From an optimization exercise on the open Yosys and OpenROAD flow, aimed at small area; shortcuts taken in it are not production practice. Only simulation tests tie the RTL to the original design; equivalence was not proved.

## flow/design.v (module list and top-level ports; edited modules follow where they fit)
// module fme_fa: 3 lines
// module fme_ha: 3 lines
// module fme_vpos: 689 lines
// module fme_hrow: 1068 lines
// module fme_lane: 540 lines
// module fme: 345 lines
module fme(
	clock, reset, enable, best_sad_ime,
	in_0, in_1, in_2, in_3, in_4, in_5, in_6, in_7, in_8, in_9, in_10, in_11, in_12, in_13, in_14, in_15,
	original_0, original_1, original_2, original_3, original_4, original_5, original_6, original_7,
	lambda_r_SAD_0, lambda_r_SAD_1, lambda_r_SAD_2, lambda_r_SAD_3, lambda_r_SAD_4, lambda_r_SAD_5,
	address_best_sad, best_sad);
  // ...
==> flow/run.sh <==
#!/bin/bash
# synth_recipe.tcl (not shown) runs the flow's synth.tcl, then flattens the netlist and writes it again
# the make line also repeats each setting of config.mk as NAME=value (left out here)
make -C /OpenROAD-flow-scripts/flow DESIGN_CONFIG=/design/flow/config.mk WORK_HOME=/design/flow/orfs CLKGATE_MAP_FILE= SYNTH_SCRIPT=/design/flow/synth_recipe.tcl finish
==> flow/config.mk <==
export PLATFORM = sky130hd
export DESIGN_NAME = fme
export DESIGN_NICKNAME = fme
export VERILOG_FILES = /design/flow/design.v
export SDC_FILE = /design/flow/constraint.sdc
export NUM_CORES = 8
export LEC_CHECK = 0
export CAP_MARGIN = 20
export CORE_MARGIN = 2
export CORE_UTILIZATION = 65
export CTS_BUF_LIST = sky130_fd_sc_hd__clkbuf_8 sky130_fd_sc_hd__clkbuf_16
export CTS_CLUSTER_DIAMETER = 76
export CTS_CLUSTER_SIZE = 26
export SETUP_SLACK_MARGIN = 0.2
export SLEW_MARGIN = 20
export SYNTH_HIERARCHICAL = 1
export SYNTH_MINIMUM_KEEP_SIZE = 0
==> flow/constraint.sdc <==
create_clock -name core_clock -period 12.5 [get_ports {clock}]
set_input_delay 2.5000 -clock core_clock [delete_from_list [all_inputs] [get_ports {clock}]]
set_output_delay 2.5000 -clock core_clock [all_outputs]
set_load 0.01 [all_outputs]
==> flow_metrics.tcl, run 1 <==
set metrics [dict create \
    outcome "no timing/DRC/antenna violations" \
    cts_tree "yes" \
    arrival_ps 12240 \
    multi_input_area_share_pct 59.0 \
    port_buffers 330 \
    dpl.hpwl_um 744000 \
    gr-usage-met2_pct 66.2 \
    dominant-cell-class "multi-input gates" \
    nNetsFinal 26205 \
    seq_area_mm2 0.0853 \
    top_register "RING" \
    top_layer "met5" \
    numCtsBuffers 219 \
    drt-initial-drc-count 19145 \
    design.seq.count 4030 \
    rr_startpoint "c_dv53$_DFF_P_" \
    final_common_cell "fa_1" \
    post_cts_buffers 0 \
    syn_nets 26091 \
    die_area_mm2 0.409 \
    ioPinCount 331 \
    reg2reg_slack_ps 890 \
    nMultiInputCombCells 12066 \
    inv_count 2677 \
    buffer_area_share_pct 1.78 \
    place_area_mm2 0.271 \
    drive_gt1_share_pct 8.60 \
    cts_resized 0 \
]
==> run 2, diff against run 1 <==
--- a/flow/config.mk
+++ b/flow/config.mk
@@ -9,8 +9,8 @@
 export CORE_MARGIN = 2
 export CORE_UTILIZATION = 65
 export CTS_BUF_LIST = sky130_fd_sc_hd__clkbuf_8 sky130_fd_sc_hd__clkbuf_16
-export CTS_CLUSTER_DIAMETER = 76
-export CTS_CLUSTER_SIZE = 26
+export CTS_CLUSTER_DIAMETER = 70
+export CTS_CLUSTER_SIZE = 22
 export SETUP_SLACK_MARGIN = 0.2
 export SLEW_MARGIN = 20
 export SYNTH_HIERARCHICAL = 1
==> flow_metrics.tcl, run 2 <==
set metrics [dict create \
    drt-total-wl_um 933000 \
    place_area_mm2 0.271 \
    top_register "RING" \
    largest_reg_flops 2048 \
    grt_overflow 0 \
    drive_gt1_share_pct 9.01 \
    drt.antenna.violating_nets 0 \
    grt_pass1_wl_um 1300000 \
    port_buffers 330 \
    ioPinCount 331 \
    rows 233 \
    fillers 26258 \
    synth_area_mm2 0.262 \
    cp_top_family "compound AO/OA/AOI/OAI gates" \
    period_share_pct 91.6 \
    coreArea_mm2 0.402 \
    slowest_delay_ps 650 \
    outcome "no timing/DRC/antenna violations" \
    hold_buffers 0 \
    viasPerCell 6.27 \
    die_h_um 639 \
    cts.sinks 4030 \
    cp-startpoint "c_dv53$_DFF_P_" \
    finalMaxSlewViolations 0 \
    nNetsFinal 26256 \
    period_needed_ps 11450 \
    die_area_mm2 0.409 \
    place_congestion 1.10 \
    multi_input_area_mm2 0.164 \
    track_usage_pct 46.5 \
    cts_tree "yes" \
    crit_fanout 19 \
    htree_levels 5 \
    rr_startpoint "c_dv53$_DFF_P_" \
    rsz0062_at_grt "no" \
    grt_max_degree 227 \
    numCtsBuffers 272 \
    seq_area_mm2 0.0853 \
    required_ps 13090 \
    grt_pass1_vias 170860 \
    tightestPinTransition_ps 1260 \
    arrival_ps 12050 \
    fin_skew_ps 126 \
    final-setup-viol-count 0 \
    drt-initial-drc-count 19621 \
    hold_path_class "flip-flop to flip-flop" \
    most-common-layout-cells "fa_1, dfxtp_1, inv_1, ha_1, mux2_2" \
    start_util_pct 65.2 \
    timing.fmax_ghz 0.0873 \
    start_kind "flip-flop" \
    path_clk_slew_ps 90 \
    avgSynthCellArea_um2 13.5 \
    vias 157185 \
    hold_viol 0 \
    clkLatencyLatePin_ps 1040 \
    drc 0 \
    slowest_stage "a21oi_1" \
    syn_nets 26091 \
    cp-end-kind "flip-flop" \
    final_common_cell "fa_1" \
    cts_resized 0 \
    max_cap_violations 0 \
    critPathBufInv 3 \
    min_from "RING[1077]$_DFF_P_" \
    cts_root_buf "clkbuf_16" \
    slew_headroom_pct 16.1 \
    top_regs "RING (2048), VSR (648), ORING (512)" \
    fin_setup_tns_ps 0 \
    yosysWarnings 7 \
    synthesis.instances 19408 \
    dpl.hpwl_um 744000 \
    detail_route.first_pass.iterations 15 \
    clk_path_buf_depth 4 \
    post_cts_buffers 0 \
    area_growth_pct 6.59 \
    path_class "flip-flop to flip-flop" \
    die_x_um 639 \
    wl_per_cell_um 37.2 \
    fin_area_mm2 0.280 \
    antenna_found_initial 79 \
]
[run 2: cell type report]
cell class / count / area share, %
diodes: 57 / 0.0510
clock buffers: 289 / 2.55
clock inverters: 118 / 0.611
inverters: 2677 / 3.59
multi-input cells: 12066 / 58.6
flip-flops and latches: 4030 / 30.5
well taps: 5287 / 2.37
repair buffers: 526 / 1.75
[run 2: path summary, 6_finish.rpt]
path,endpoint,slack (ps),depth (start not counted)
setup reg to reg,bcost[13]$_DFFE_PP_,1050,37
setup / recovery,bcost[13]$_DFFE_PP_,1050,37
hold reg to reg,RING[1205]$_DFF_P_,300,0
hold / removal,RING[1205]$_DFF_P_,300,0
[run 2: metrics by stage]
| stage | hold slack (ps) | setup slack (ps) | util [%] | std cells |
|---|---|---|---|---|
| 2_1_floorplan | 310 | 1910 | - | 19408 |
| 3_3_place_gp | 310 | 1200 | 67.3 | 24585 |
| 3_5_place_dp | 312 | 1340 | 67.3 | 24585 |
| 4_1_cts | 300 | 1280 | 69.5 | 24992 |
| 5_1_grt | 306 | 488 | 69.5 | 24999 |
| 6_report | 303 | 1050 | 69.5 | 25050 |
[run 2: per-layer routing]
metal  vias to the layer above  GRT usage [%]  routed length, um
met5                         -              0                364
met4                        54           34.6              89100
met3                      2865           15.3             109000
met2                     10533           66.9             397000
met1                     81982           59.0             337000
li1                      61751              -                  -
[run 2: worst reg2reg max path, delay by kind of cell, from the launching register on]
kind	cells	cell delay, ps
flip-flops	1	440
AND/OR/NAND/NOR	12	3350
buffers and inverters	3	800
multiplexers	2	670
AO/OA/AOI/OAI	16	4550
adder cells (fa/ha/maj)	4	1270

separate check: timing with driven ports:
No port has a modelled driver above. Below, the same layouts with a new extraction and two added sets of constraints. Step 1 (the two cells are an assumption about what drives the block):
set clk [get_ports {clock}]
set_driving_cell -lib_cell sky130_fd_sc_hd__clkbuf_16 $clk
set_driving_cell -lib_cell sky130_fd_sc_hd__buf_2 [delete_from_list [all_inputs] $clk]
Step 2 times the ports against the registers' clock, not the clock port: input delays grow and output delays shrink by t, the midpoint of the rising clock arrivals with the driver on. a / b / c = ideal / step 1 / step 2; a / b = the first two.
run	shift t [ns]	setup slack, ns	hold WS [ns]	worst register clock-pin slew, ns
run 1	1.133	0.886 / 0.886 / 0.886	0.273 / 0.273 / 0.273	0.11 / 0.11
run 2	1.117	1.049 / 1.049 / 1.049	0.303 / 0.303 / 0.303	0.11 / 0.11
After both steps setup and hold are still met in every run listed.
